This is an optimization exercise on Yosys and OpenROAD, whose aim is small area and a short achievable clock period, not a production implementation.
Where RTL was checked, it was by simulation tests only, not by an equivalence proof against the original.
The RTL of run 3 was laid out without a check of its function.

[design/flow/design.v]
module Mul12_CS (
    input  [11:0] a,
    input  [11:0] b,
    output [23:0] x,
    output [23:0] y
);
    wire s1, c1, s2, c2, s3, c3, s4, c4, s5, c5, s6, c6, s7, c7, s8, c8;
    wire s9, c9, s10, c10, s11, c11, s12, c12, s13, c13, s14, c14, s15, c15, s16, c16;
    wire s17, c17, s18, c18, s19, c19, s20, c20, s21, c21, s22, c22, s23, c23, s24, c24;
    wire s25, c25, s26, c26, s27, c27, s28, c28, s29, c29, s30, c30, s31, c31, s32, c32;
    wire s33, c33, s34, c34, s35, c35, s36, c36, s37, c37, s38, c38, s39, c39, s40, c40;
    wire s41, c41, s42, c42, s43, c43, s44, c44, s45, c45, s46, c46, s47, c47, s48, c48;
    wire s49, c49, s50, c50, s51, c51, s52, c52, s53, c53, s54, c54, s55, c55, s56, c56;
    wire s57, c57, s58, c58, s59, c59, s60, c60, s61, c61, s62, c62, s63, c63, s64, c64;
    wire s65, c65, s66, c66, s67, c67, s68, c68, s69, c69, s70, c70, s71, c71, s72, c72;
    wire s73, c73, s74, c74, s75, c75, s76, c76, s77, c77, s78, c78, s79, c79, s80, c80;
    wire s81, c81, s82, c82, s83, c83, s84, c84, s85, c85, s86, c86, s87, c87, s88, c88;
    wire s89, c89, s90, c90, s91, c91, s92, c92, s93, c93, s94, c94, s95, c95, s96, c96;
    wire s97, c97, s98, c98, s99, c99, s100, c100, s101, c101, s102, c102, s103, c103, s104, c104;
    wire s105, c105, s106, c106, s107, c107, s108, c108, s109, c109, s110, c110;
    assign s1 = ~((~(a[0] & b[9])) ^ (~(a[1] & b[8])));
    assign c1 = (~(a[0] & b[9])) | (~(a[1] & b[8]));
    assign {c2, s2} = {1'b0, (~(a[0] & b[10]))} + {1'b0, (~(a[1] & b[9]))} + {1'b0, (~(a[2] & b[8]))};
    assign s3 = ~((~(a[3] & b[7])) ^ (~(a[4] & b[6])));
    assign c3 = (~(a[3] & b[7])) | (~(a[4] & b[6]));
    assign {c4, s4} = {1'b0, (~(a[0] & b[11]))} + {1'b0, (~(a[1] & b[10]))} + {1'b0, (~(a[2] & b[9]))};
    assign {c5, s5} = {1'b0, (~(a[3] & b[8]))} + {1'b0, (~(a[4] & b[7]))} + {1'b0, (~(a[5] & b[6]))};
    assign s6 = ~((~(a[6] & b[5])) ^ (~(a[7] & b[4])));
    assign c6 = (~(a[6] & b[5])) | (~(a[7] & b[4]));
    assign {c7, s7} = {1'b0, (~(a[1] & b[11]))} + {1'b0, (~(a[2] & b[10]))} + {1'b0, (~(a[3] & b[9]))};
    assign {c8, s8} = {1'b0, (~(a[4] & b[8]))} + {1'b0, (~(a[5] & b[7]))} + {1'b0, (~(a[6] & b[6]))};
    assign s9 = ~((~(a[7] & b[5])) ^ (~(a[8] & b[4])));
    assign c9 = (~(a[7] & b[5])) | (~(a[8] & b[4]));
    assign {c10, s10} = {1'b0, (~(a[2] & b[11]))} + {1'b0, (~(a[3] & b[10]))} + {1'b0, (~(a[4] & b[9]))};
    assign {c11, s11} = {1'b0, (~(a[5] & b[8]))} + {1'b0, (~(a[6] & b[7]))} + {1'b0, (~(a[7] & b[6]))};
    assign {c12, s12} = {1'b0, (~(a[3] & b[11]))} + {1'b0, (~(a[4] & b[10]))} + {1'b0, (~(a[5] & b[9]))};
    assign s13 = ~((~(a[0] & b[6])) ^ (~(a[1] & b[5])));
    assign c13 = (~(a[0] & b[6])) | (~(a[1] & b[5]));
    assign {c14, s14} = {1'b0, (~(a[0] & b[7]))} + {1'b0, (~(a[1] & b[6]))} + {1'b0, (~(a[2] & b[5]))};
    assign s15 = ~((~(a[3] & b[4])) ^ (~(a[4] & b[3])));
    assign c15 = (~(a[3] & b[4])) | (~(a[4] & b[3]));
    assign {c16, s16} = {1'b0, (~(a[0] & b[8]))} + {1'b0, (~(a[1] & b[7]))} + {1'b0, (~(a[2] & b[6]))};
    assign {c17, s17} = {1'b0, (~(a[3] & b[5]))} + {1'b0, (~(a[4] & b[4]))} + {1'b0, (~(a[5] & b[3]))};
    assign s18 = ~((~(a[6] & b[2])) ^ (~(a[7] & b[1])));
    assign c18 = (~(a[6] & b[2])) | (~(a[7] & b[1]));
    assign {c19, s19} = {1'b0, s1} + {1'b0, (~(a[2] & b[7]))} + {1'b0, (~(a[3] & b[6]))};
    assign {c20, s20} = {1'b0, (~(a[4] & b[5]))} + {1'b0, (~(a[5] & b[4]))} + {1'b0, (~(a[6] & b[3]))};
    assign {c21, s21} = {1'b0, (~(a[7] & b[2]))} + {1'b0, (~(a[8] & b[1]))} + {1'b0, (~(a[9] & b[0]))};
    assign {c22, s22} = {1'b0, s2} + {1'b0, s3} + {1'b0, (~(a[5] & b[5]))};
    assign {c23, s23} = {1'b0, (~(a[6] & b[4]))} + {1'b0, (~(a[7] & b[3]))} + {1'b0, (~(a[8] & b[2]))};
    assign {c24, s24} = {1'b0, (~(a[9] & b[1]))} + {1'b0, (~(a[10] & b[0]))} + {1'b0, c1};
    assign {c25, s25} = {1'b0, s4} + {1'b0, s5} + {1'b0, s6};
    assign {c26, s26} = {1'b0, (~(a[8] & b[3]))} + {1'b0, (~(a[9] & b[2]))} + {1'b0, (~(a[10] & b[1]))};
    assign {c27, s27} = {1'b0, (~(a[11] & b[0]))} + {1'b0, c2} + {1'b0, c3};
    assign {c28, s28} = {1'b0, s7} + {1'b0, s8} + {1'b0, s9};
    assign {c29, s29} = {1'b0, (~(a[9] & b[3]))} + {1'b0, (~(a[10] & b[2]))} + {1'b0, (~(a[11] & b[1]))};
    assign {c30, s30} = {1'b0, c4} + {1'b0, c5} + {1'b0, c6};
    assign {c31, s31} = {1'b0, s10} + {1'b0, s11} + {1'b0, (~(a[8] & b[5]))};
    assign {c32, s32} = {1'b0, (~(a[9] & b[4]))} + {1'b0, (~(a[10] & b[3]))} + {1'b0, (~(a[11] & b[2]))};
    assign {c33, s33} = {1'b0, c7} + {1'b0, c8} + {1'b0, c9};
    assign {c34, s34} = {1'b0, s12} + {1'b0, (~(a[6] & b[8]))} + {1'b0, (~(a[7] & b[7]))};
    assign {c35, s35} = {1'b0, (~(a[8] & b[6]))} + {1'b0, (~(a[9] & b[5]))} + {1'b0, (~(a[10] & b[4]))};
    assign {c36, s36} = {1'b0, (~(a[11] & b[3]))} + {1'b0, c10} + {1'b0, c11};
    assign {c37, s37} = {1'b0, (~(a[4] & b[11]))} + {1'b0, (~(a[5] & b[10]))} + {1'b0, (~(a[6] & b[9]))};
    assign {c38, s38} = {1'b0, (~(a[7] & b[8]))} + {1'b0, (~(a[8] & b[7]))} + {1'b0, (~(a[9] & b[6]))};
    assign {c39, s39} = {1'b0, (~(a[10] & b[5]))} + {1'b0, (~(a[11] & b[4]))} + {1'b0, c12};
    assign {c40, s40} = {1'b0, (~(a[5] & b[11]))} + {1'b0, (~(a[6] & b[10]))} + {1'b0, (~(a[7] & b[9]))};
    assign {c41, s41} = {1'b0, (~(a[8] & b[8]))} + {1'b0, (~(a[9] & b[7]))} + {1'b0, (~(a[10] & b[6]))};
    assign {c42, s42} = {1'b0, (~(a[6] & b[11]))} + {1'b0, (~(a[7] & b[10]))} + {1'b0, (~(a[8] & b[9]))};
    assign s43 = ~((~(a[0] & b[4])) ^ (~(a[1] & b[3])));
    assign c43 = (~(a[0] & b[4])) | (~(a[1] & b[3]));
    assign {c44, s44} = {1'b0, (~(a[0] & b[5]))} + {1'b0, (~(a[1] & b[4]))} + {1'b0, (~(a[2] & b[3]))};
    assign s45 = ~((~(a[3] & b[2])) ^ (~(a[4] & b[1])));
    assign c45 = (~(a[3] & b[2])) | (~(a[4] & b[1]));
    assign {c46, s46} = {1'b0, s13} + {1'b0, (~(a[2] & b[4]))} + {1'b0, (~(a[3] & b[3]))};
    assign {c47, s47} = {1'b0, (~(a[4] & b[2]))} + {1'b0, (~(a[5] & b[1]))} + {1'b0, (~(a[6] & b[0]))};
    assign {c48, s48} = {1'b0, s14} + {1'b0, s15} + {1'b0, (~(a[5] & b[2]))};
    assign {c49, s49} = {1'b0, (~(a[6] & b[1]))} + {1'b0, (~(a[7] & b[0]))} + {1'b0, c13};
    assign {c50, s50} = {1'b0, s16} + {1'b0, s17} + {1'b0, s18};
    assign {c51, s51} = {1'b0, (~(a[8] & b[0]))} + {1'b0, c14} + {1'b0, c15};
    assign {c52, s52} = {1'b0, s19} + {1'b0, s20} + {1'b0, s21};
    assign {c53, s53} = {1'b0, c16} + {1'b0, c17} + {1'b0, c18};
    assign {c54, s54} = {1'b0, s22} + {1'b0, s23} + {1'b0, s24};
    assign {c55, s55} = {1'b0, c19} + {1'b0, c20} + {1'b0, c21};
    assign {c56, s56} = {1'b0, s25} + {1'b0, s26} + {1'b0, s27};
    assign {c57, s57} = {1'b0, c22} + {1'b0, c23} + {1'b0, c24};
    assign {c58, s58} = {1'b0, s28} + {1'b0, s29} + {1'b0, s30};
    assign {c59, s59} = {1'b0, c25} + {1'b0, c26} + {1'b0, c27};
    assign {c60, s60} = {1'b0, s31} + {1'b0, s32} + {1'b0, s33};
    assign {c61, s61} = {1'b0, c28} + {1'b0, c29} + {1'b0, c30};
    assign {c62, s62} = {1'b0, s34} + {1'b0, s35} + {1'b0, s36};
    assign {c63, s63} = {1'b0, c31} + {1'b0, c32} + {1'b0, c33};
    assign {c64, s64} = {1'b0, s37} + {1'b0, s38} + {1'b0, s39};
    assign {c65, s65} = {1'b0, c34} + {1'b0, c35} + {1'b0, c36};
    assign {c66, s66} = {1'b0, s40} + {1'b0, s41} + {1'b0, (~(a[11] & b[5]))};
    assign {c67, s67} = {1'b0, c37} + {1'b0, c38} + {1'b0, c39};
    assign {c68, s68} = {1'b0, s42} + {1'b0, (~(a[9] & b[8]))} + {1'b0, (~(a[10] & b[7]))};
    assign {c69, s69} = {1'b0, (~(a[11] & b[6]))} + {1'b0, c40} + {1'b0, c41};
    assign {c70, s70} = {1'b0, (~(a[7] & b[11]))} + {1'b0, (~(a[8] & b[10]))} + {1'b0, (~(a[9] & b[9]))};
    assign {c71, s71} = {1'b0, (~(a[10] & b[8]))} + {1'b0, (~(a[11] & b[7]))} + {1'b0, c42};
    assign {c72, s72} = {1'b0, (~(a[8] & b[11]))} + {1'b0, (~(a[9] & b[10]))} + {1'b0, (~(a[10] & b[9]))};
    assign s73 = ~((~(a[0] & b[3])) ^ (~(a[1] & b[2])));
    assign c73 = (~(a[0] & b[3])) | (~(a[1] & b[2]));
    assign {c74, s74} = {1'b0, s43} + {1'b0, (~(a[2] & b[2]))} + {1'b0, (~(a[3] & b[1]))};
    assign {c75, s75} = {1'b0, s44} + {1'b0, s45} + {1'b0, (~(a[5] & b[0]))};
    assign {c76, s76} = {1'b0, s46} + {1'b0, s47} + {1'b0, c44};
    assign {c77, s77} = {1'b0, s48} + {1'b0, s49} + {1'b0, c46};
    assign {c78, s78} = {1'b0, s50} + {1'b0, s51} + {1'b0, c48};
    assign {c79, s79} = {1'b0, s52} + {1'b0, s53} + {1'b0, c50};
    assign {c80, s80} = {1'b0, s54} + {1'b0, s55} + {1'b0, c52};
    assign {c81, s81} = {1'b0, s56} + {1'b0, s57} + {1'b0, c54};
    assign {c82, s82} = {1'b0, s58} + {1'b0, s59} + {1'b0, c56};
    assign {c83, s83} = {1'b0, s60} + {1'b0, s61} + {1'b0, c58};
    assign {c84, s84} = {1'b0, s62} + {1'b0, s63} + {1'b0, c60};
    assign {c85, s85} = {1'b0, s64} + {1'b0, s65} + {1'b0, c62};
    assign {c86, s86} = {1'b0, s66} + {1'b0, s67} + {1'b0, c64};
    assign {c87, s87} = {1'b0, s68} + {1'b0, s69} + {1'b0, c66};
    assign {c88, s88} = {1'b0, s70} + {1'b0, s71} + {1'b0, c68};
    assign {c89, s89} = {1'b0, s72} + {1'b0, (~(a[11] & b[8]))} + {1'b0, c70};
    assign {c90, s90} = {1'b0, (~(a[9] & b[11]))} + {1'b0, (~(a[10] & b[10]))} + {1'b0, (~(a[11] & b[9]))};
    assign s91 = ~((~(a[0] & b[2])) ^ (~(a[1] & b[1])));
    assign c91 = (~(a[0] & b[2])) | (~(a[1] & b[1]));
    assign {c92, s92} = {1'b0, s73} + {1'b0, (~(a[2] & b[1]))} + {1'b0, (~(a[3] & b[0]))};
    assign {c93, s93} = {1'b0, s74} + {1'b0, (~(a[4] & b[0]))} + {1'b0, c73};
    assign {c94, s94} = {1'b0, s75} + {1'b0, c43} + {1'b0, c74};
    assign {c95, s95} = {1'b0, s76} + {1'b0, c45} + {1'b0, c75};
    assign {c96, s96} = {1'b0, s77} + {1'b0, c47} + {1'b0, c76};
    assign {c97, s97} = {1'b0, s78} + {1'b0, c49} + {1'b0, c77};
    assign {c98, s98} = {1'b0, s79} + {1'b0, c51} + {1'b0, c78};
    assign {c99, s99} = {1'b0, s80} + {1'b0, c53} + {1'b0, c79};
    assign {c100, s100} = {1'b0, s81} + {1'b0, c55} + {1'b0, c80};
    assign {c101, s101} = {1'b0, s82} + {1'b0, c57} + {1'b0, c81};
    assign {c102, s102} = {1'b0, s83} + {1'b0, c59} + {1'b0, c82};
    assign {c103, s103} = {1'b0, s84} + {1'b0, c61} + {1'b0, c83};
    assign {c104, s104} = {1'b0, s85} + {1'b0, c63} + {1'b0, c84};
    assign {c105, s105} = {1'b0, s86} + {1'b0, c65} + {1'b0, c85};
    assign {c106, s106} = {1'b0, s87} + {1'b0, c67} + {1'b0, c86};
    assign {c107, s107} = {1'b0, s88} + {1'b0, c69} + {1'b0, c87};
    assign {c108, s108} = {1'b0, s89} + {1'b0, c71} + {1'b0, c88};
    assign {c109, s109} = {1'b0, s90} + {1'b0, c72} + {1'b0, c89};
    assign {c110, s110} = {1'b0, (~(a[10] & b[11]))} + {1'b0, (~(a[11] & b[10]))} + {1'b0, c90};
    assign x = ~{1'b1, (~(a[11] & b[11])), s110, s109, s108, s107, s106, s105, s104, s103, s102, s101, s100, s99, s98, s97, s96, s95, s94, s93, s92, s91, (~(a[0] & b[1])), (~(a[0] & b[0]))};
    assign y = ~{1'b1, c110, c109, c108, c107, c106, c105, c104, c103, c102, c101, c100, c99, c98, c97, c96, c95, c94, c93, c92, c91, (~(a[2] & b[0])), (~(a[1] & b[0])), 1'b1};
endmodule
module Tab_P12 (input [3:0] h, output [12:0] t);
    assign t[0] = (~h[3] & ~h[2] & ~h[1] & ~h[0]) | (~h[3] & ~h[2] & h[1] & h[0]) | (~h[3] & h[2] & ~h[1] & h[0]) | (~h[3] & h[2] & h[1] & ~h[0]) | (h[3] & ~h[2] & ~h[1] & ~h[0]) | (h[3] & ~h[2] & h[1] & ~h[0]) | (h[3] & ~h[2] & h[1] & h[0]) | (h[3] & h[2] & ~h[1] & h[0]);
    assign t[1] = (~h[3] & ~h[2] & h[1] & ~h[0]) | (~h[3] & h[2] & ~h[1] & h[0]) | (h[3] & ~h[2] & ~h[1] & ~h[0]) | (h[3] & ~h[2] & ~h[1] & h[0]) | (h[3] & ~h[2] & h[1] & h[0]) | (h[3] & h[2] & ~h[1] & ~h[0]) | (h[3] & h[2] & h[1] & h[0]);
    assign t[2] = (~h[3] & ~h[2] & h[1] & ~h[0]) | (~h[3] & ~h[2] & h[1] & h[0]) | (~h[3] & h[2] & ~h[1] & ~h[0]) | (h[3] & ~h[2] & ~h[1] & ~h[0]) | (h[3] & ~h[2] & ~h[1] & h[0]) | (h[3] & ~h[2] & h[1] & ~h[0]) | (h[3] & h[2] & h[1] & h[0]);
    assign t[3] = (~h[3] & ~h[2] & h[1] & ~h[0]) | (~h[3] & ~h[2] & h[1] & h[0]) | (~h[3] & h[2] & ~h[1] & ~h[0]) | (~h[3] & h[2] & ~h[1] & h[0]) | (~h[3] & h[2] & h[1] & ~h[0]) | (~h[3] & h[2] & h[1] & h[0]) | (h[3] & h[2] & h[1] & h[0]);
    assign t[4] = (~h[3] & ~h[2] & h[1] & ~h[0]) | (~h[3] & ~h[2] & h[1] & h[0]) | (~h[3] & h[2] & ~h[1] & ~h[0]) | (~h[3] & h[2] & ~h[1] & h[0]) | (~h[3] & h[2] & h[1] & ~h[0]) | (~h[3] & h[2] & h[1] & h[0]) | (h[3] & ~h[2] & ~h[1] & ~h[0]) | (h[3] & ~h[2] & ~h[1] & h[0]) | (h[3] & ~h[2] & h[1] & ~h[0]) | (h[3] & ~h[2] & h[1] & h[0]) | (h[3] & h[2] & ~h[1] & ~h[0]) | (h[3] & h[2] & ~h[1] & h[0]) | (h[3] & h[2] & h[1] & ~h[0]);
    assign t[5] = (~h[3] & ~h[2] & h[1] & ~h[0]) | (~h[3] & ~h[2] & h[1] & h[0]) | (~h[3] & h[2] & ~h[1] & ~h[0]) | (~h[3] & h[2] & ~h[1] & h[0]) | (~h[3] & h[2] & h[1] & ~h[0]) | (~h[3] & h[2] & h[1] & h[0]) | (h[3] & ~h[2] & ~h[1] & ~h[0]) | (h[3] & ~h[2] & ~h[1] & h[0]) | (h[3] & ~h[2] & h[1] & ~h[0]) | (h[3] & ~h[2] & h[1] & h[0]) | (h[3] & h[2] & ~h[1] & ~h[0]) | (h[3] & h[2] & ~h[1] & h[0]) | (h[3] & h[2] & h[1] & ~h[0]) | (h[3] & h[2] & h[1] & h[0]);
    assign t[6] = (~h[3] & ~h[2] & h[1] & ~h[0]) | (~h[3] & ~h[2] & h[1] & h[0]) | (~h[3] & h[2] & ~h[1] & ~h[0]) | (~h[3] & h[2] & ~h[1] & h[0]) | (~h[3] & h[2] & h[1] & ~h[0]) | (~h[3] & h[2] & h[1] & h[0]) | (h[3] & ~h[2] & ~h[1] & ~h[0]) | (h[3] & ~h[2] & ~h[1] & h[0]) | (h[3] & ~h[2] & h[1] & ~h[0]) | (h[3] & ~h[2] & h[1] & h[0]) | (h[3] & h[2] & ~h[1] & ~h[0]) | (h[3] & h[2] & ~h[1] & h[0]) | (h[3] & h[2] & h[1] & ~h[0]) | (h[3] & h[2] & h[1] & h[0]);
    assign t[7] = (~h[3] & ~h[2] & h[1] & ~h[0]) | (~h[3] & ~h[2] & h[1] & h[0]) | (~h[3] & h[2] & ~h[1] & ~h[0]) | (~h[3] & h[2] & ~h[1] & h[0]) | (~h[3] & h[2] & h[1] & ~h[0]) | (~h[3] & h[2] & h[1] & h[0]) | (h[3] & ~h[2] & ~h[1] & ~h[0]) | (h[3] & ~h[2] & ~h[1] & h[0]) | (h[3] & ~h[2] & h[1] & ~h[0]) | (h[3] & ~h[2] & h[1] & h[0]) | (h[3] & h[2] & ~h[1] & ~h[0]) | (h[3] & h[2] & ~h[1] & h[0]) | (h[3] & h[2] & h[1] & ~h[0]) | (h[3] & h[2] & h[1] & h[0]);
    assign t[8] = (~h[3] & ~h[2] & ~h[1] & ~h[0]) | (~h[3] & ~h[2] & h[1] & ~h[0]) | (~h[3] & h[2] & ~h[1] & ~h[0]) | (~h[3] & h[2] & h[1] & h[0]) | (h[3] & ~h[2] & ~h[1] & h[0]) | (h[3] & h[2] & ~h[1] & ~h[0]) | (h[3] & h[2] & h[1] & ~h[0]) | (h[3] & h[2] & h[1] & h[0]);
    assign t[9] = (~h[3] & h[2] & ~h[1] & ~h[0]) | (~h[3] & h[2] & ~h[1] & h[0]) | (~h[3] & h[2] & h[1] & h[0]) | (h[3] & ~h[2] & ~h[1] & ~h[0]) | (h[3] & ~h[2] & h[1] & h[0]) | (h[3] & h[2] & h[1] & ~h[0]);
    assign t[10] = (~h[3] & ~h[2] & ~h[1] & ~h[0]) | (~h[3] & ~h[2] & h[1] & ~h[0]) | (~h[3] & h[2] & ~h[1] & h[0]) | (~h[3] & h[2] & h[1] & ~h[0]) | (~h[3] & h[2] & h[1] & h[0]) | (h[3] & ~h[2] & ~h[1] & h[0]) | (h[3] & ~h[2] & h[1] & h[0]) | (h[3] & h[2] & ~h[1] & h[0]) | (h[3] & h[2] & h[1] & ~h[0]) | (h[3] & h[2] & h[1] & h[0]);
    assign t[11] = (~h[3] & ~h[2] & ~h[1] & ~h[0]) | (~h[3] & ~h[2] & h[1] & h[0]) | (~h[3] & h[2] & ~h[1] & ~h[0]) | (~h[3] & h[2] & ~h[1] & h[0]) | (h[3] & ~h[2] & ~h[1] & ~h[0]) | (h[3] & ~h[2] & ~h[1] & h[0]) | (h[3] & h[2] & ~h[1] & ~h[0]) | (h[3] & h[2] & ~h[1] & h[0]) | (h[3] & h[2] & h[1] & ~h[0]);
    assign t[12] = (~h[3] & ~h[2] & ~h[1] & h[0]) | (h[3] & ~h[2] & h[1] & ~h[0]);
endmodule
module Tab_P16 (input [3:0] h, output [11:0] t);
    assign t[0] = (~h[3] & ~h[2] & ~h[1] & h[0]) | (~h[3] & ~h[2] & h[1] & ~h[0]) | (~h[3] & ~h[2] & h[1] & h[0]) | (~h[3] & h[2] & h[1] & h[0]) | (h[3] & ~h[2] & ~h[1] & ~h[0]) | (h[3] & ~h[2] & ~h[1] & h[0]) | (h[3] & h[2] & ~h[1] & h[0]) | (h[3] & h[2] & h[1] & ~h[0]) | (h[3] & h[2] & h[1] & h[0]);
    assign t[1] = (~h[3] & h[2] & ~h[1] & ~h[0]) | (~h[3] & h[2] & ~h[1] & h[0]) | (~h[3] & h[2] & h[1] & ~h[0]) | (~h[3] & h[2] & h[1] & h[0]) | (h[3] & ~h[2] & ~h[1] & ~h[0]) | (h[3] & ~h[2] & ~h[1] & h[0]);
    assign t[2] = (~h[3] & ~h[2] & ~h[1] & h[0]) | (~h[3] & ~h[2] & h[1] & h[0]) | (~h[3] & h[2] & ~h[1] & h[0]) | (~h[3] & h[2] & h[1] & h[0]) | (h[3] & ~h[2] & ~h[1] & h[0]) | (h[3] & ~h[2] & h[1] & ~h[0]) | (h[3] & h[2] & ~h[1] & ~h[0]) | (h[3] & h[2] & h[1] & ~h[0]);
    assign t[3] = (~h[3] & ~h[2] & ~h[1] & h[0]) | (~h[3] & ~h[2] & h[1] & ~h[0]) | (~h[3] & h[2] & ~h[1] & h[0]) | (~h[3] & h[2] & h[1] & ~h[0]) | (h[3] & ~h[2] & ~h[1] & h[0]) | (h[3] & ~h[2] & h[1] & ~h[0]) | (h[3] & ~h[2] & h[1] & h[0]) | (h[3] & h[2] & h[1] & ~h[0]) | (h[3] & h[2] & h[1] & h[0]);
    assign t[4] = (~h[3] & ~h[2] & h[1] & ~h[0]) | (~h[3] & h[2] & ~h[1] & ~h[0]) | (~h[3] & h[2] & ~h[1] & h[0]) | (~h[3] & h[2] & h[1] & h[0]) | (h[3] & ~h[2] & h[1] & ~h[0]) | (h[3] & h[2] & ~h[1] & ~h[0]) | (h[3] & h[2] & h[1] & h[0]);
    assign t[5] = (~h[3] & ~h[2] & ~h[1] & h[0]) | (~h[3] & h[2] & ~h[1] & ~h[0]) | (~h[3] & h[2] & h[1] & h[0]) | (h[3] & ~h[2] & ~h[1] & ~h[0]) | (h[3] & ~h[2] & h[1] & ~h[0]) | (h[3] & ~h[2] & h[1] & h[0]) | (h[3] & h[2] & h[1] & ~h[0]);
    assign t[6] = (~h[3] & ~h[2] & ~h[1] & h[0]) | (~h[3] & ~h[2] & h[1] & ~h[0]) | (~h[3] & ~h[2] & h[1] & h[0]) | (~h[3] & h[2] & h[1] & h[0]) | (h[3] & ~h[2] & ~h[1] & ~h[0]) | (h[3] & ~h[2] & ~h[1] & h[0]) | (h[3] & h[2] & h[1] & ~h[0]) | (h[3] & h[2] & h[1] & h[0]);
    assign t[7] = (~h[3] & ~h[2] & ~h[1] & h[0]) | (~h[3] & ~h[2] & h[1] & ~h[0]) | (~h[3] & ~h[2] & h[1] & h[0]) | (~h[3] & h[2] & ~h[1] & ~h[0]) | (~h[3] & h[2] & ~h[1] & h[0]) | (~h[3] & h[2] & h[1] & ~h[0]) | (h[3] & h[2] & h[1] & ~h[0]) | (h[3] & h[2] & h[1] & h[0]);
    assign t[8] = (~h[3] & h[2] & ~h[1] & ~h[0]) | (~h[3] & h[2] & ~h[1] & h[0]) | (~h[3] & h[2] & h[1] & ~h[0]) | (h[3] & ~h[2] & h[1] & ~h[0]) | (h[3] & ~h[2] & h[1] & h[0]) | (h[3] & h[2] & ~h[1] & ~h[0]) | (h[3] & h[2] & h[1] & ~h[0]) | (h[3] & h[2] & h[1] & h[0]);
    assign t[9] = (~h[3] & h[2] & h[1] & h[0]) | (h[3] & ~h[2] & ~h[1] & ~h[0]) | (h[3] & ~h[2] & ~h[1] & h[0]) | (h[3] & ~h[2] & h[1] & ~h[0]) | (h[3] & ~h[2] & h[1] & h[0]) | (h[3] & h[2] & ~h[1] & ~h[0]) | (h[3] & h[2] & h[1] & ~h[0]) | (h[3] & h[2] & h[1] & h[0]);
    assign t[10] = (~h[3] & ~h[2] & h[1] & ~h[0]) | (~h[3] & h[2] & ~h[1] & h[0]) | (h[3] & ~h[2] & ~h[1] & ~h[0]) | (h[3] & ~h[2] & h[1] & h[0]) | (h[3] & h[2] & ~h[1] & h[0]) | (h[3] & h[2] & h[1] & ~h[0]);
    assign t[11] = (~h[3] & ~h[2] & ~h[1] & h[0]) | (~h[3] & h[2] & ~h[1] & ~h[0]) | (~h[3] & h[2] & h[1] & h[0]) | (h[3] & ~h[2] & h[1] & ~h[0]) | (h[3] & h[2] & ~h[1] & h[0]);
endmodule
module Tab_P20 (input [3:0] h, output [14:0] t);
    assign t[0] = (~h[3] & ~h[2] & ~h[1] & h[0]) | (~h[3] & ~h[2] & h[1] & h[0]) | (~h[3] & h[2] & ~h[1] & h[0]) | (~h[3] & h[2] & h[1] & h[0]) | (h[3] & ~h[2] & ~h[1] & h[0]) | (h[3] & ~h[2] & h[1] & h[0]) | (h[3] & h[2] & ~h[1] & h[0]) | (h[3] & h[2] & h[1] & h[0]);
    assign t[1] = (~h[3] & ~h[2] & h[1] & ~h[0]) | (~h[3] & ~h[2] & h[1] & h[0]) | (~h[3] & h[2] & h[1] & ~h[0]) | (~h[3] & h[2] & h[1] & h[0]) | (h[3] & ~h[2] & h[1] & ~h[0]) | (h[3] & ~h[2] & h[1] & h[0]) | (h[3] & h[2] & h[1] & ~h[0]) | (h[3] & h[2] & h[1] & h[0]);
    assign t[2] = (~h[3] & ~h[2] & ~h[1] & h[0]) | (~h[3] & ~h[2] & h[1] & h[0]) | (~h[3] & h[2] & ~h[1] & ~h[0]) | (~h[3] & h[2] & h[1] & ~h[0]) | (h[3] & ~h[2] & ~h[1] & h[0]) | (h[3] & ~h[2] & h[1] & h[0]) | (h[3] & h[2] & ~h[1] & ~h[0]) | (h[3] & h[2] & h[1] & ~h[0]);
    assign t[3] = (~h[3] & ~h[2] & h[1] & ~h[0]) | (~h[3] & ~h[2] & h[1] & h[0]) | (~h[3] & h[2] & ~h[1] & h[0]) | (~h[3] & h[2] & h[1] & ~h[0]) | (h[3] & ~h[2] & ~h[1] & ~h[0]) | (h[3] & ~h[2] & ~h[1] & h[0]) | (h[3] & h[2] & ~h[1] & ~h[0]) | (h[3] & h[2] & h[1] & h[0]);
    assign t[4] = (~h[3] & h[2] & ~h[1] & ~h[0]) | (~h[3] & h[2] & ~h[1] & h[0]) | (~h[3] & h[2] & h[1] & ~h[0]) | (h[3] & ~h[2] & h[1] & ~h[0]) | (h[3] & ~h[2] & h[1] & h[0]) | (h[3] & h[2] & ~h[1] & ~h[0]);
    assign t[5] = (~h[3] & h[2] & h[1] & h[0]) | (h[3] & ~h[2] & ~h[1] & ~h[0]) | (h[3] & ~h[2] & ~h[1] & h[0]) | (h[3] & ~h[2] & h[1] & ~h[0]) | (h[3] & ~h[2] & h[1] & h[0]) | (h[3] & h[2] & ~h[1] & ~h[0]);
    assign t[6] = (~h[3] & ~h[2] & ~h[1] & h[0]) | (~h[3] & ~h[2] & h[1] & h[0]) | (~h[3] & h[2] & ~h[1] & h[0]) | (~h[3] & h[2] & h[1] & h[0]) | (h[3] & ~h[2] & ~h[1] & h[0]) | (h[3] & ~h[2] & h[1] & h[0]) | (h[3] & h[2] & h[1] & ~h[0]);
    assign t[7] = (~h[3] & ~h[2] & ~h[1] & h[0]) | (~h[3] & ~h[2] & h[1] & ~h[0]) | (~h[3] & h[2] & ~h[1] & h[0]) | (~h[3] & h[2] & h[1] & ~h[0]) | (h[3] & ~h[2] & ~h[1] & h[0]) | (h[3] & ~h[2] & h[1] & ~h[0]) | (h[3] & h[2] & h[1] & ~h[0]) | (h[3] & h[2] & h[1] & h[0]);
    assign t[8] = (~h[3] & ~h[2] & ~h[1] & h[0]) | (~h[3] & ~h[2] & h[1] & ~h[0]) | (~h[3] & ~h[2] & h[1] & h[0]) | (~h[3] & h[2] & ~h[1] & ~h[0]) | (h[3] & ~h[2] & ~h[1] & h[0]) | (h[3] & ~h[2] & h[1] & ~h[0]) | (h[3] & ~h[2] & h[1] & h[0]) | (h[3] & h[2] & ~h[1] & ~h[0]) | (h[3] & h[2] & ~h[1] & h[0]);
    assign t[9] = (~h[3] & ~h[2] & ~h[1] & h[0]) | (~h[3] & ~h[2] & h[1] & ~h[0]) | (~h[3] & ~h[2] & h[1] & h[0]) | (~h[3] & h[2] & ~h[1] & ~h[0]) | (~h[3] & h[2] & ~h[1] & h[0]) | (~h[3] & h[2] & h[1] & ~h[0]) | (~h[3] & h[2] & h[1] & h[0]) | (h[3] & ~h[2] & ~h[1] & ~h[0]);
    assign t[10] = (~h[3] & ~h[2] & ~h[1] & h[0]) | (~h[3] & ~h[2] & h[1] & ~h[0]) | (~h[3] & ~h[2] & h[1] & h[0]) | (~h[3] & h[2] & ~h[1] & ~h[0]) | (~h[3] & h[2] & ~h[1] & h[0]) | (~h[3] & h[2] & h[1] & ~h[0]) | (~h[3] & h[2] & h[1] & h[0]) | (h[3] & ~h[2] & ~h[1] & ~h[0]) | (h[3] & ~h[2] & ~h[1] & h[0]) | (h[3] & ~h[2] & h[1] & ~h[0]) | (h[3] & ~h[2] & h[1] & h[0]) | (h[3] & h[2] & ~h[1] & ~h[0]) | (h[3] & h[2] & ~h[1] & h[0]) | (h[3] & h[2] & h[1] & ~h[0]) | (h[3] & h[2] & h[1] & h[0]);
    assign t[11] = (~h[3] & ~h[2] & ~h[1] & h[0]) | (~h[3] & ~h[2] & h[1] & ~h[0]) | (~h[3] & ~h[2] & h[1] & h[0]) | (~h[3] & h[2] & ~h[1] & ~h[0]) | (~h[3] & h[2] & ~h[1] & h[0]) | (~h[3] & h[2] & h[1] & ~h[0]) | (~h[3] & h[2] & h[1] & h[0]) | (h[3] & ~h[2] & ~h[1] & ~h[0]) | (h[3] & ~h[2] & ~h[1] & h[0]) | (h[3] & ~h[2] & h[1] & ~h[0]) | (h[3] & ~h[2] & h[1] & h[0]) | (h[3] & h[2] & ~h[1] & ~h[0]) | (h[3] & h[2] & ~h[1] & h[0]) | (h[3] & h[2] & h[1] & ~h[0]) | (h[3] & h[2] & h[1] & h[0]);
    assign t[12] = (~h[3] & ~h[2] & ~h[1] & h[0]) | (~h[3] & ~h[2] & h[1] & ~h[0]) | (~h[3] & ~h[2] & h[1] & h[0]) | (~h[3] & h[2] & ~h[1] & ~h[0]) | (~h[3] & h[2] & ~h[1] & h[0]) | (~h[3] & h[2] & h[1] & ~h[0]) | (~h[3] & h[2] & h[1] & h[0]) | (h[3] & ~h[2] & ~h[1] & ~h[0]) | (h[3] & ~h[2] & ~h[1] & h[0]) | (h[3] & ~h[2] & h[1] & ~h[0]) | (h[3] & ~h[2] & h[1] & h[0]) | (h[3] & h[2] & ~h[1] & ~h[0]) | (h[3] & h[2] & ~h[1] & h[0]) | (h[3] & h[2] & h[1] & ~h[0]) | (h[3] & h[2] & h[1] & h[0]);
    assign t[13] = (~h[3] & ~h[2] & ~h[1] & h[0]) | (~h[3] & ~h[2] & h[1] & ~h[0]) | (~h[3] & ~h[2] & h[1] & h[0]) | (~h[3] & h[2] & ~h[1] & ~h[0]) | (~h[3] & h[2] & ~h[1] & h[0]) | (~h[3] & h[2] & h[1] & ~h[0]) | (~h[3] & h[2] & h[1] & h[0]) | (h[3] & ~h[2] & ~h[1] & ~h[0]) | (h[3] & ~h[2] & ~h[1] & h[0]) | (h[3] & ~h[2] & h[1] & ~h[0]) | (h[3] & ~h[2] & h[1] & h[0]) | (h[3] & h[2] & ~h[1] & ~h[0]) | (h[3] & h[2] & ~h[1] & h[0]) | (h[3] & h[2] & h[1] & ~h[0]) | (h[3] & h[2] & h[1] & h[0]);
    assign t[14] = (~h[3] & ~h[2] & ~h[1] & h[0]) | (~h[3] & ~h[2] & h[1] & ~h[0]) | (~h[3] & ~h[2] & h[1] & h[0]) | (~h[3] & h[2] & ~h[1] & ~h[0]) | (~h[3] & h[2] & ~h[1] & h[0]) | (~h[3] & h[2] & h[1] & ~h[0]) | (~h[3] & h[2] & h[1] & h[0]) | (h[3] & ~h[2] & ~h[1] & ~h[0]) | (h[3] & ~h[2] & ~h[1] & h[0]) | (h[3] & ~h[2] & h[1] & ~h[0]) | (h[3] & ~h[2] & h[1] & h[0]) | (h[3] & h[2] & ~h[1] & ~h[0]) | (h[3] & h[2] & ~h[1] & h[0]) | (h[3] & h[2] & h[1] & ~h[0]) | (h[3] & h[2] & h[1] & h[0]);
endmodule
module CSA #(parameter W = 8) (
    input  [W-1:0] a,
    input  [W-1:0] b,
    input  [W-1:0] c,
    output [W-1:0] s,
    output [W-1:0] y       
);
    wire [W-1:0] maj;
    genvar i;
    generate
        for (i = 0; i < W; i = i + 1) begin : bit_
            assign {maj[i], s[i]} = {1'b0, a[i]} + {1'b0, b[i]} + {1'b0, c[i]};
        end
    endgenerate
    assign y = {maj[W-2:0], 1'b0};
endmodule
module Butterfly_Unit (
    input clk,
    input reset,
    input [1:0] operation,   
    input valid_in,
    input [11:0] a_in,
    input [11:0] b_in,
    input [11:0] zeta,
    output reg [11:0] a_out,
    output reg [11:0] b_out,
    output reg valid_out
);
    localparam [12:0] Q = 13'd3329;
    wire        intt0 = operation[0];
    wire [12:0] d0    = {1'b0, a_in} - {1'b0, b_in};
    wire [12:0] ds0, dc0;
    CSA #(13) csa_d (.a({1'b0, a_in}), .b({1'b1, ~b_in}), .c(13'd3330), .s(ds0), .y(dc0));
    wire [12:0] dq0   = ds0 + dc0;                                   
    wire [11:0] m0    = !intt0 ? b_in : (d0[12] ? dq0[11:0] : d0[11:0]);
    wire [12:0] s0    = {1'b0, a_in} + {1'b0, b_in & {12{intt0}}};
    reg [11:0] m1, z1;
    reg [12:0] s1;
    reg [1:0]  op1;
    reg        v1;
    always @(posedge clk) begin
        m1  <= m0;
        s1  <= s0;
        z1  <= zeta;
        op1 <= operation;
    end
    wire [23:0] px1, py1;
    Mul12_CS mul (.a(z1), .b(m1), .x(px1), .y(py1));
    reg [23:0] px2, py2;
    reg [12:0] s2;
    reg [1:0]  op2;
    reg        v2;
    always @(posedge clk) begin
        px2 <= px1;
        py2 <= py1;
        s2  <= s1;
        op2 <= op1;
    end
    wire [11:0] h2 = px2[23:12] + py2[23:12];
    wire [12:0] t0;
    wire [11:0] t1;
    wire [14:0] t2;
    Tab_P12 tab0 (.h(h2[3:0]),  .t(t0));
    Tab_P16 tab1 (.h(h2[7:4]),  .t(t1));
    Tab_P20 tab2 (.h(h2[11:8]), .t(t2));
    wire [14:0] sa, ca, sb, cb, sc, cc;
    CSA #(15) csa_a (.a({3'b000, px2[11:0]}), .b({3'b000, py2[11:0]}), .c({2'b00, t0}), .s(sa), .y(ca));
    CSA #(15) csa_b (.a(sa), .b(ca), .c({3'b000, t1}), .s(sb), .y(cb));
    CSA #(15) csa_c (.a(sb), .b(cb), .c(t2), .s(sc), .y(cc));
    reg [14:0] xs3, xc3;
    reg [12:0] s3;
    reg [1:0]  op3;
    reg        v3;
    always @(posedge clk) begin
        xs3 <= sc;
        xc3 <= cc;
        s3  <= s2;
        op3 <= op2;
    end
    wire [14:0] x3 = xs3 + xc3;
    wire [14:0] ks1, kc1, ks2, kc2, ks3, kc3, ks4, kc4;
    CSA #(15) csa_k1 (.a(xs3), .b(xc3), .c(15'h72ff), .s(ks1), .y(kc1));    
    CSA #(15) csa_k2 (.a(xs3), .b(xc3), .c(15'h65fe), .s(ks2), .y(kc2));    
    CSA #(15) csa_k3 (.a(xs3), .b(xc3), .c(15'h58fd), .s(ks3), .y(kc3));    
    CSA #(15) csa_k4 (.a(xs3), .b(xc3), .c(15'h4bfc), .s(ks4), .y(kc4));    
    wire [14:0] x1 = ks1 + kc1;
    wire [14:0] x2 = ks2 + kc2;
    wire [14:0] x3q = ks3 + kc3;
    wire [14:0] x4 = ks4 + kc4;
    wire [11:0] r3 = !x4[14]  ? x4[11:0]  :
                     !x3q[14] ? x3q[11:0] :
                     !x2[14]  ? x2[11:0]  :
                     !x1[14]  ? x1[11:0]  : x3[11:0];
    reg [11:0] r4;
    reg [12:0] s4;
    reg [1:0]  op4;
    reg        v4;
    always @(posedge clk) begin
        r4  <= r3;
        s4  <= s3;
        op4 <= op3;
    end
    wire [11:0] rn4 = r4 & {12{~op4[0]}};
    wire [12:0] t4  = s4 + {1'b0, rn4};                            
    wire [13:0] ts4, tc4;
    CSA #(14) csa_t (.a({1'b0, s4}), .b({2'b00, rn4}), .c(14'h32ff), .s(ts4), .y(tc4));
    wire [13:0] tm4 = ts4 + tc4;                                   
    wire [11:0] ao4 = tm4[13] ? t4[11:0] : tm4[11:0];
    wire [12:0] u4  = {1'b0, s4[11:0]} - {1'b0, r4};
    wire [12:0] us4, uc4;
    CSA #(13) csa_u (.a({1'b0, s4[11:0]}), .b({1'b1, ~r4}), .c(13'd3330), .s(us4), .y(uc4));
    wire [12:0] uq4 = us4 + uc4;                                   
    wire [11:0] bo4 = op4[0] ? r4 : (u4[12] ? uq4[11:0] : u4[11:0]);
    always @(posedge clk) begin
        a_out <= op4[1] ? 12'd0 : ao4;
        b_out <= op4[1] ? 12'd0 : bo4;
    end
    always @(posedge clk) begin
        if (reset) begin
            v1 <= 1'b0; v2 <= 1'b0; v3 <= 1'b0; v4 <= 1'b0; valid_out <= 1'b0;
        end else begin
            v1 <= valid_in; v2 <= v1; v3 <= v2; v4 <= v3; valid_out <= v4;
        end
    end
endmodule
[design/flow/run.sh]
#!/bin/bash
# synth_recipe.tcl (not shown) runs the flow's synth.tcl, then flattens the netlist and writes it again
# the make line also repeats each setting of config.mk as NAME=value (left out here)
make -C /OpenROAD-flow-scripts/flow DESIGN_CONFIG=/design/flow/config.mk WORK_HOME=/design/flow/orfs CLKGATE_MAP_FILE= SYNTH_SCRIPT=/design/flow/synth_recipe.tcl finish
[design/flow/config.mk]
export PLATFORM = sky130hd
export DESIGN_NAME = Butterfly_Unit
export DESIGN_NICKNAME = Butterfly_Unit
export VERILOG_FILES = /design/flow/design.v
export SDC_FILE = /design/flow/constraint.sdc
export NUM_CORES = 4
export LEC_CHECK = 0
export CAP_MARGIN = 20
export CELL_PAD_IN_SITES_DETAIL_PLACEMENT = 0
export CELL_PAD_IN_SITES_GLOBAL_PLACEMENT = 0
export CORE_MARGIN = 2
export CORE_UTILIZATION = 55
export SETUP_SLACK_MARGIN = 2.7
export SLEW_MARGIN = 20
[design/flow/constraint.sdc]
create_clock -name core_clock -period 6.5 [get_ports {clk}]
set_input_delay 1.3000 -clock core_clock [delete_from_list [all_inputs] [get_ports {clk}]]
set_output_delay 1.3000 -clock core_clock [all_outputs]
set_load 0.01 [all_outputs]
==> results.yml, run 1 <==
synth:
  synth_ff_type: "dfxtp_1"
  synth_xor_area_share_pct: 6.05
  synth_area_leaders: "dfxtp_1, fa_1, ha_1"
  avgSynthCellArea_um2: 9.09
  synthAdderAreaFrac_pct: 33.2
  synth_warnings: 1
  synth_async_sr_flop_share_pct: 0
  yosysSeqAreaShare_pct: 24.0
  synthCells: 1828
  synth_top_family_by_area: "adder cells"
  synth_top_area_share_pct: 24.0
  ys_seq_elements: 199
  yosys.area_share.simple_pct: 14.4
  ys_types: 70
  synth_area_leader_cell: "dfxtp_1"
  synth_fp_nets: 2212
  synth_edf_count: 0
  synthesis.area_mm2: 0.0166
  synth_compound_area_share_pct: 13.9
  muxShareOfSynthArea_pct: 0.806
worst_setup_path:
  cpMostUsedCell: "fa_1"
  worst-path-buf-inv: 1
  critPathKind: "flip-flop to flip-flop"
  cp-end-kind: "flip-flop"
  slowest_delay_ns: 0.58
  crit_family: "adder cells"
  r2r_slack_ns: 2.89
  path_cells: "ha_1 -> a21o_1 -> a21oi_4 -> xnor2_1 -> nor2_1 -> nand2_1 -> nand3_1 -> o21ai_0 -> fa_1 -> inv_1 -> fa_1 -> fa_1"
  crit_path_start_kind: "flip-flop"
  reg2regPathDepth: 12
  rr_startpoint: "px2[13]"
  startpoint: "px2[13]"
  endpoint: "xs3[1]"
  r2r-end: "xs3[1]"
  cp_data_required_time_ns: 6.90
  critPathSlowestCell: "fa_1"
  crit_fanout: 6
  worst_ep_arrival_time_ns: 4.01
  crit_cells: 12
routing:
  post_drt_wl_per_cell_um: 16.1
  wirelength_um: 36700
  met3_wirelength_um: 1280
  drcViolationCount: 0
  route.vias.total: 12075
  drtIter0Drc: 574
  dr.max_layer_used: "met5"
  ant_nets: 0
  avgViaCountPerCell: 5.31
  dr_wl_met2_um: 18000
  met1_length_um: 16700
  drt_first_pass_iters: 6
timing:
  setup_viol: 0
  fin_setup_tns_ns: 0
  post-route-period-util_pct: 55.6
  skew_ns: 0.0138
  hold_viol: 0
  tightest_slew_ns: 0.940
  period_needed_ns: 3.61
  maxSlewHeadroom_pct: 36.9
  final-max-slew-violation-count: 0
  rsz0062_at_grt: "true"
  fmax_mhz: 277
die:
  io_pins: 66
  coreArea_mm2: 0.0297
  start_util_pct: 55.9
  dieArea_mm2: 0.0316
  row_count: 63
  dieHeight_um: 178
  die_w_um: 178
finish:
  diodes: 0
  final_nets: 2257
  drive_gt1_share_pct: 5.99
  syn2layout_area_growth_pct: 12.2
  multiInputGateArea_mm2: 0.0116
  seq_area_mm2: 0.00399
  final_common_cell: "inv_1"
  instances_no_fill: 2276
  fill_cells: 2567
  final_cell_mix: "inv_1, dfxtp_1, ha_1, fa_1, and2_1"
placed_design:
  place.gp.congestion: 0.878
  io_buffers: 65
  hpwl_um: 28700
  placedCellCount: 2228
clock_network:
  insertion_delay_ns: 0.46
  clock-sinks: 199
  holdBufCountCts: 0
  numCtsBuffers: 17
  clkTransAtPathRegs_ns: 0.08
  cts_tree: "done"
  htreeDepth: 4
  clk_path_buf_depth: 2
  cts_root_buffer: "clkbuf_16"
global_routing:
  gr-total-overflow: 0
  grt_pass1_wl_um: 59900
  grt_pass1_vias: 12019
  antenna_found_initial: 1
  track_usage_pct: 24.0
  grt_max_degree: 41
hold_path:
  holdPathStages: 0
  min_from: "s1[1]"
  min_path_type: "flip-flop to flip-flop"
status:
  status: "finished clean"
flow_run:
  maxCapViolCount: 0
[state kept, by name, summed over array words and instances, names as in the netlist, 13 cells and up]
name	flops
xs3	15
s1	13
xc3	14
s4	13
px2	23
s2	13
py2	22
s3	13
[synthesized netlist by cell type (12+ instances only)]
master	n
o211ai_1	17
clkbuf_1	48
nor2b_1	24
and2_1	145
nor2_1	97
a21oi_1	107
a21o_1	24
xor2_1	36
dfxtp_1	199
o21ai_0	87
ha_1	180
nand2_1	111
a31oi_1	22
nor3_1	25
nand2b_1	12
xnor2_1	75
nand3_1	14
fa_1	163
inv_1	266
[worst min-delay path by stage]
stage | endpoint | slack [ns]
final | s2[1] | 0.33
after floorplan | op2[0] | 0.31
after global placement | s4[9] | 0.31
after detailed placement | op4[0] | 0.31
after global routing | s4[1] | 0.33
after CTS | s3[7] | 0.33
[routing by layer]
| layer | vias to the layer above | track usage, % |
|---|---|---|
| li1 | 6025 | - |
| met2 | 234 | 41.6 |
| met5 | - | 0 |
| met4 | 2 | 6.49 |
| met3 | 46 | 3.64 |
| met1 | 5768 | 31.3 |
[logic make-up (layout without fill, tap and decap cells)]
| group | count (synthesis) | in the layout |
|---|---|---|
| AOI/OAI and AO/OA | 363 | 363 |
| xor gates and xnor gates | 113 | 113 |
| adders and majority gates | 343 | 343 |
| buffers and inverters | 328 | 386 |
| DFF | 199 | 199 |
| muxes | 13 | 13 |
| and+or+nand+nor | 469 | 469 |
[stage by stage]
stage	hold WS, ns	util, %	instance area, µm²	worst slack [ns]
global route	0.334	62.7	18600	2.63
detailed placement	0.312	59.0	17500	2.10
floorplan	0.310	-	16600	2.83
finish	0.331	62.7	18600	2.89
CTS	0.332	61.5	18300	2.67
global placement	0.310	59.0	17500	2.20
[area by class of cell]
cell class / count / area share [%]
Multi-Input combinational cell: 1301 / 62.5
Clock buffer: 17 / 2.28
Clock inverter: 15 / 1.22
Timing Repair Buffer: 87 / 4.61
Sequential cell: 199 / 21.4
Inverter: 267 / 5.39
Tap cell: 390 / 2.62
[what timing repair did]
item | CTS | global route
setup endpoints to repair | 55 | 64
gates resized for setup | 19 | 44
buffers inserted | 0 | 12
pin swaps | 0 | 12
gates cloned | 0 | 4
==> run 2: changes to the inputs <==
--- a/design/flow/config.mk
+++ b/design/flow/config.mk
@@ -10,5 +10,6 @@
 export CELL_PAD_IN_SITES_GLOBAL_PLACEMENT = 0
 export CORE_MARGIN = 2
 export CORE_UTILIZATION = 55
-export SETUP_SLACK_MARGIN = 2.7
+export SETUP_SLACK_MARGIN = 3.0
 export SLEW_MARGIN = 20
+export TNS_END_PERCENT = 0
==> run 2 against run 1 <==
Still clean on timing, DRC and antenna. Final cell count rose by 0.97%. Wire length rose by 4.2%. Non-clock buffer count rose by 19. Fmax rose by 3.3%. Sequential cell count did not move. Via count rose by 2.3%. First-iteration DRC count rose by 16%. Cell area rose by 2.9%. Core utilization rose by 1.8 points. Largest cell class unchanged.
==> results.yml, run 2 <==
status:
  status: "finished clean"
global_routing:
  grt_max_degree: 25
  grt_pass1_wl_um: 61800
  track_usage_pct: 24.8
  grt_pass1_vias: 12544
  antenna_found_initial: 0
  gr-total-overflow: 0
placed_design:
  place.gp.congestion: 0.883
  placedCellCount: 2227
  hpwl_um: 28800
  io_buffers: 65
  place_ws_ns: 1.69
timing:
  period_needed_ns: 3.50
  tightest_slew_ns: 1.04
  skew_ns: 0.0160
  hold_viol: 0
  rsz0062_at_grt: "true"
  fin_setup_tns_ns: 0
  setup_ws_ns: 3.00
  fmax_mhz: 286
  setup_viol: 0
  final-max-slew-violation-count: 0
  whs_ns: 0.328
  maxSlewHeadroom_pct: 30.9
  post-route-period-util_pct: 53.8
routing:
  post_drt_wl_per_cell_um: 16.6
  wirelength_um: 38200
  drcViolationCount: 0
  route.vias.total: 12358
  drt_first_pass_iters: 6
  avgViaCountPerCell: 5.38
  drtIter0Drc: 667
  ant_nets: 0
synth:
  synth_area_leader_cell: "dfxtp_1"
  ys_types: 70
  synth_top_area_share_pct: 24.0
  synthesis.area_mm2: 0.0166
  synth_top_family_by_area: "adder cells"
  synth_edf_count: 0
  muxShareOfSynthArea_pct: 0.806
  synth_warnings: 1
  avgSynthCellArea_um2: 9.09
  synthCells: 1828
  synth_area_leaders: "dfxtp_1, fa_1, ha_1"
  yosysSeqAreaShare_pct: 24.0
  ys_seq_elements: 199
  synth_common_cells: "inv_1, dfxtp_1, ha_1, fa_1, and2_1"
  synthAdderAreaFrac_pct: 33.2
  yosys.area_share.simple_pct: 14.4
  synth_compound_area_share_pct: 13.9
  synth_ff_type: "dfxtp_1"
  synth_async_sr_flop_share_pct: 0
  synth_xor_area_share_pct: 6.05
  synth_fp_nets: 2212
  yosysMostFrequentCell: "inv_1"
worst_setup_path:
  rr_startpoint: "px2[12]"
  slowest_delay_ns: 0.55
  crit_fanout: 5
  reg2regPathDepth: 11
  r2r-end: "xs3[10]"
  cp_data_required_time_ns: 6.82
  worst_ep_arrival_time_ns: 3.82
  r2r_slack_ns: 3.00
  worst-path-buf-inv: 2
  path_cells: "ha_2 -> inv_1 -> fa_2 -> xnor2_4 -> nand2_1 -> nor3b_2 -> a21oi_1 -> fa_1 -> fa_1 -> inv_1 -> fa_1"
  cpMostUsedCell: "fa_1"
  crit_path_start_kind: "flip-flop"
  crit_family: "adder cells"
  critPathKind: "flip-flop to flip-flop"
  critPathSlowestCell: "fa_1"
  cp-end-kind: "flip-flop"
finish:
  diodes: 0
  final_common_cell: "inv_1"
  seq_area_mm2: 0.00400
  instances_no_fill: 2298
  largestRegisters: "px2 x23, py2 x22, xs3 x15"
  syn2layout_area_growth_pct: 15.5
  top_register: "px2"
  final_cell_mix: "inv_1, dfxtp_1, ha_1, fa_1, and2_1"
  final_nets: 2279
  finish.utilization_pct: 64.5
  drive_gt1_share_pct: 10.6
  fill_cells: 2548
  largest_reg_flops: 23
  multiInputGateArea_mm2: 0.0120
clock_network:
  insertion_delay_ns: 0.45
  clock-sinks: 199
  numCtsBuffers: 17
  clk_path_buf_depth: 2
  clkTransAtPathRegs_ns: 0.08
  htreeDepth: 4
  cts_root_buffer: "clkbuf_16"
  cts_tree: "done"
  holdBufCountCts: 0
hold_path:
  holdPathStages: 0
  min_path_type: "flip-flop to flip-flop"
  min_from: "op3[0]"
  min_to: "op4[0]"
die:
  die_w_um: 178
  io_pins: 66
  coreArea_mm2: 0.0297
  row_count: 63
  dieHeight_um: 178
  start_util_pct: 55.9
  dieArea_mm2: 0.0316
flow_run:
  maxCapViolCount: 0
## run 2: cell counts after synthesis
No cell type changed its count.
## run 2: what timing repair did
| item | in CTS | in global routing |
|---|---|---|
| buffers inserted | 13 | 18 |
| setup endpoints to repair | 70 | 79 |
| resized for setup | 63 | 109 |
| endpoints found under the hold margin | 0 | 0 |
| pin swaps | 15 | 51 |
| gates cloned | 4 | 4 |
## run 2: area by class of cell
type / instances / share of cell area [%]
Clock buffer: 18 / 2.29
Timing Repair Buffer: 106 / 5.49
Multi-Input combinational cell: 1304 / 62.6
Sequential cell: 199 / 20.9
Clock inverter: 14 / 0.913
Tap cell: 390 / 2.54
Inverter: 267 / 5.26
## run 2: worst max-delay path by stage
stage	start	endpoint	slack, ns	depth (start not counted)
detailed placement	a_in[0]	m1[5]	1.69	12
CTS	op4[0]	a_out[2]	2.91	16
global route	px2[12]	xs3[10]	2.86	11
floorplan	a_in[1]	m1[11]	2.95	15
global placement	a_in[0]	m1[10]	1.80	12
finish	px2[12]	xs3[10]	3.00	11
## run 2: cells by family after synthesis
family,count (synthesis)
AOI/OAI and AO/OA,363
xor gates and xnor gates,113
adders and majority gates,343
muxes,13
buffers and inverters,328
and+or+nand+nor,469
DFF,199
## run 2: metal layers
metal  vias up  part of all wire, %  track usage, %
li1       6069                    -               -
met3        55                  4.0            4.01
met5         -                    0               0
met1      5966                   45            32.0
met2       268                   49            42.5
met4         0                  2.2            7.82
## run 2: through the flow
stage	cell area [µm²]
global route	19200
detailed placement	17600
floorplan	16600
global placement	17600
finish	19200
CTS	18600
## run 2: worst register-to-register path: cells and delay by family (launching register included)
family	cells	cell delay [ns]
adders and majority gates	5	2.14
DFF	1	0.33
and+or+nand+nor	2	0.31
xor gates and xnor gates	1	0.28
AOI/OAI and AO/OA	1	0.21
buffers and inverters	2	0.11
==> run 3: changes to the inputs <==
--- a/design/flow/design.v
+++ b/design/flow/design.v
@@ -267,20 +267,16 @@
         s3  <= s2;
         op3 <= op2;
     end
-    wire [14:0] x3 = xs3 + xc3;
-    wire [14:0] ks1, kc1, ks2, kc2, ks3, kc3, ks4, kc4;
-    CSA #(15) csa_k1 (.a(xs3), .b(xc3), .c(15'h72ff), .s(ks1), .y(kc1));    
-    CSA #(15) csa_k2 (.a(xs3), .b(xc3), .c(15'h65fe), .s(ks2), .y(kc2));    
-    CSA #(15) csa_k3 (.a(xs3), .b(xc3), .c(15'h58fd), .s(ks3), .y(kc3));    
-    CSA #(15) csa_k4 (.a(xs3), .b(xc3), .c(15'h4bfc), .s(ks4), .y(kc4));    
-    wire [14:0] x1 = ks1 + kc1;
-    wire [14:0] x2 = ks2 + kc2;
-    wire [14:0] x3q = ks3 + kc3;
-    wire [14:0] x4 = ks4 + kc4;
-    wire [11:0] r3 = !x4[14]  ? x4[11:0]  :
-                     !x3q[14] ? x3q[11:0] :
-                     !x2[14]  ? x2[11:0]  :
-                     !x1[14]  ? x1[11:0]  : x3[11:0];
+    wire [14:0] x3  = xs3 + xc3;
+    wire        ge1 = x3 >= 15'd3329;
+    wire        ge2 = x3 >= 15'd6658;
+    wire        ge3 = x3 >= 15'd9987;
+    wire        ge4 = x3 >= 15'd13316;
+    wire [11:0] x31 = x3[11:0] + 12'd767;
+    wire [11:0] x32 = x3[11:0] + 12'd1534;
+    wire [11:0] x33 = x3[11:0] + 12'd2301;
+    wire [11:0] x34 = x3[11:0] + 12'd3068;
+    wire [11:0] r3  = ge4 ? x34 : ge3 ? x33 : ge2 ? x32 : ge1 ? x31 : x3[11:0];
     reg [11:0] r4;
     reg [12:0] s4;
     reg [1:0]  op4;
==> run 3 against run 2 <==
Cell area decreased by 6.0%. Via count fell by 10%. Register-to-register slack got worse by 0.08 ns. Highest routed layer unchanged. Largest cell class unchanged. Critical path type unchanged. Sequential cell count is the same. Core utilization is 0.69 points higher. Global-route usage is 0.41 points lower. Count of clock-buffer cells in the layout is 1 lower. Critical endpoint is now xs3[2]. Final cell count down 8.1%. Hold slack got worse by 0.0073 ns. Wire length fell by 11%.
==> results.yml, run 3 <==
flow_run:
  maxCapViolCount: 0
synth:
  yosysMostFrequentCell: "inv_1"
  synth_xor_area_share_pct: 6.21
  synthAdderAreaFrac_pct: 32.4
  yosysSeqAreaShare_pct: 26.0
  synth_top_family_by_area: "adder cells"
  synth_ff_type: "dfxtp_1"
  synth_fp_nets: 1961
  ys_types: 91
  synth_warnings: 1
  synth_top_area_share_pct: 26.0
  synthCells: 1616
  synth_area_leaders: "dfxtp_1, fa_1, ha_1"
  yosys.area_share.simple_pct: 14.4
  muxShareOfSynthArea_pct: 0.669
  synth_edf_count: 0
  synthesis.area_mm2: 0.0153
  synth_area_leader_cell: "dfxtp_1"
  synth_async_sr_flop_share_pct: 0
  avgSynthCellArea_um2: 9.49
  ys_seq_elements: 199
  synth_common_cells: "inv_1, dfxtp_1, fa_1, ha_1, and2_1"
  synth_compound_area_share_pct: 13.8
global_routing:
  gr-total-overflow: 0
  grt_max_degree: 26
  grt_pass1_vias: 11221
  antenna_found_initial: 0
  track_usage_pct: 24.4
  grt_pass1_wl_um: 56300
timing:
  fin_setup_tns_ns: 0
  period_needed_ns: 3.57
  post-route-period-util_pct: 55.0
  whs_ns: 0.320
  maxSlewHeadroom_pct: 34.8
  skew_ns: 0.0146
  tightest_slew_ns: 0.977
  fmax_mhz: 280
  setup_viol: 0
  rsz0062_at_grt: "true"
  hold_viol: 0
  final-max-slew-violation-count: 0
die:
  start_util_pct: 55.5
  row_count: 61
  io_pins: 66
  dieHeight_um: 171
  coreArea_mm2: 0.0276
  die_w_um: 171
  dieArea_mm2: 0.0292
worst_setup_path:
  critPathSlowestCell: "fa_1"
  cp-end-kind: "flip-flop"
  critPathKind: "flip-flop to flip-flop"
  worst-path-buf-inv: 1
  crit_fanout: 5
  cp_data_required_time_ns: 6.81
  path_cells: "ha_1 -> a21o_1 -> a21oi_4 -> xnor2_4 -> nor2_2 -> nand2_1 -> a21boi_0 -> o22ai_1 -> nor2_2 -> fa_1 -> inv_1 -> fa_1 -> fa_1"
  worst_ep_arrival_time_ns: 3.88
  crit_family: "adder cells"
  rr_startpoint: "px2[13]"
  r2r-end: "xs3[2]"
  reg2regPathDepth: 13
  startpoint: "px2[13]"
  r2r_slack_ns: 2.93
  crit_path_start_kind: "flip-flop"
  cpMostUsedCell: "fa_1"
  slowest_delay_ns: 0.55
finish:
  finish.utilization_pct: 65.2
  final_common_cell: "inv_1"
  final_cell_mix: "inv_1, dfxtp_1, fa_1, ha_1, and2_1"
  final_nets: 2065
  diodes: 0
  syn2layout_area_growth_pct: 17.6
  largestRegisters: "px2 x23, py2 x22, xs3 x15"
  top_register: "px2"
  fill_cells: 2331
  largest_reg_flops: 23
  drive_gt1_share_pct: 13.7
  instances_no_fill: 2111
routing:
  drt_first_pass_iters: 4
  drtIter0Drc: 466
  avgViaCountPerCell: 5.26
  route.vias.total: 11094
  wirelength_um: 34000
  drcViolationCount: 0
  post_drt_wl_per_cell_um: 16.1
  ant_nets: 0
clock_network:
  htreeDepth: 4
  cts_root_buffer: "clkbuf_16"
  holdBufCountCts: 0
  numCtsBuffers: 17
  clkTransAtPathRegs_ns: 0.08
  clock-sinks: 199
  clk_path_buf_depth: 2
  insertion_delay_ns: 0.44
  cts_tree: "done"
hold_path:
  min_path_type: "flip-flop to flip-flop"
  min_from: "op3[0]"
  holdPathStages: 0
  min_to: "op4[0]"
placed_design:
  io_buffers: 65
  place.gp.congestion: 0.879
  placedCellCount: 2008
  hpwl_um: 25900
status:
  status: "finished clean"
[run 3: area by class of cell]
| type | instances | area (µm²) | share of cell area (%) |
|---|---|---|---|
| inverter | 207 | 792 | 4.39 |
| clock buffer | 17 | 425 | 2.36 |
| timing repair buffer | 138 | 1240 | 6.90 |
| tap | 378 | 473 | 2.62 |
| multi-input combinational | 1157 | 10900 | 60.5 |
| clock inverter | 15 | 188 | 1.04 |
| sequential | 199 | 3990 | 22.1 |
[run 3: cell families after synthesis]
group / after synthesis
flops: 199
xor+xnor: 104
compound gates: 310
fa+ha+maj: 305
buf+inv: 260
mux: 10
simple gates: 428
[run 3: how the worst max path moves through the flow]
stage	cells past startpoint	end	slack [ns]
finish	13	xs3[2]	2.93
global route	15	xs3[7]	2.80
CTS	14	m1[10]	2.95
detailed placement	16	a_out[11]	1.54
global placement	16	a_out[2]	1.77
floorplan	16	m1[11]	2.94
[run 3: stage by stage]
stage / cell area [µm²] / worst slack [ns]
global route: 18000 / 2.80
floorplan: 15400 / 2.94
CTS: 17800 / 2.95
finish: 18000 / 2.93
detailed placement: 16300 / 1.54
global placement: 16300 / 1.77
[run 3: metal layers]
metal	wire length, µm	GRT usage, %	part of all wire, %
met1	15600	32.7	46
met2	17000	42.6	50
met3	1010	3.12	3.0
met4	373	4.57	1.1
met5	0	0	0
[run 3: repair_timing]
| item | 4_1_cts | 5_1_grt |
|---|---|---|
| resized for setup | 111 | 30 |
| buffers inserted | 51 | 18 |
| hold endpoints to repair | 0 | 0 |
| endpoints found under the setup margin | 68 | 75 |
| pin swaps | 63 | 31 |
| gates cloned | 2 | 0 |

## port drivers added, routing unchanged
In the flow no input, the clock included, has a driving cell. The finished layouts below were timed again as built, in two steps. Step 1, drivers: a clkbuf_16 drives clk and a buf_2 each remaining input, both assumed. Step 2 also shifts input and output timing later by t, the mid clock arrival at the registers, as if the neighbouring blocks saw the same clock. a / b / c = ideal ports / drivers / drivers and shift; a / b = the first two.
run	t, ns	setup slack, ns	worst hold slack (ns)	clock arrival spread, ns	cell pins on the clock port's net
run 1	0.502	2.887 / 2.887 / 2.408	0.331 / 0.331 / 0.331	0.014 / 0.014	1
run 2	0.495	3.002 / 3.002 / 2.641	0.328 / 0.328 / 0.328	0.018 / 0.018	1
run 3	0.484	2.927 / 2.927 / 2.490	0.320 / 0.320 / 0.320	0.015 / 0.015	1
After both steps setup and hold are still met in every run listed. The setup slack of run 1, which loses most, moves by 0.000 ns with the drivers and by -0.479 ns with both steps.
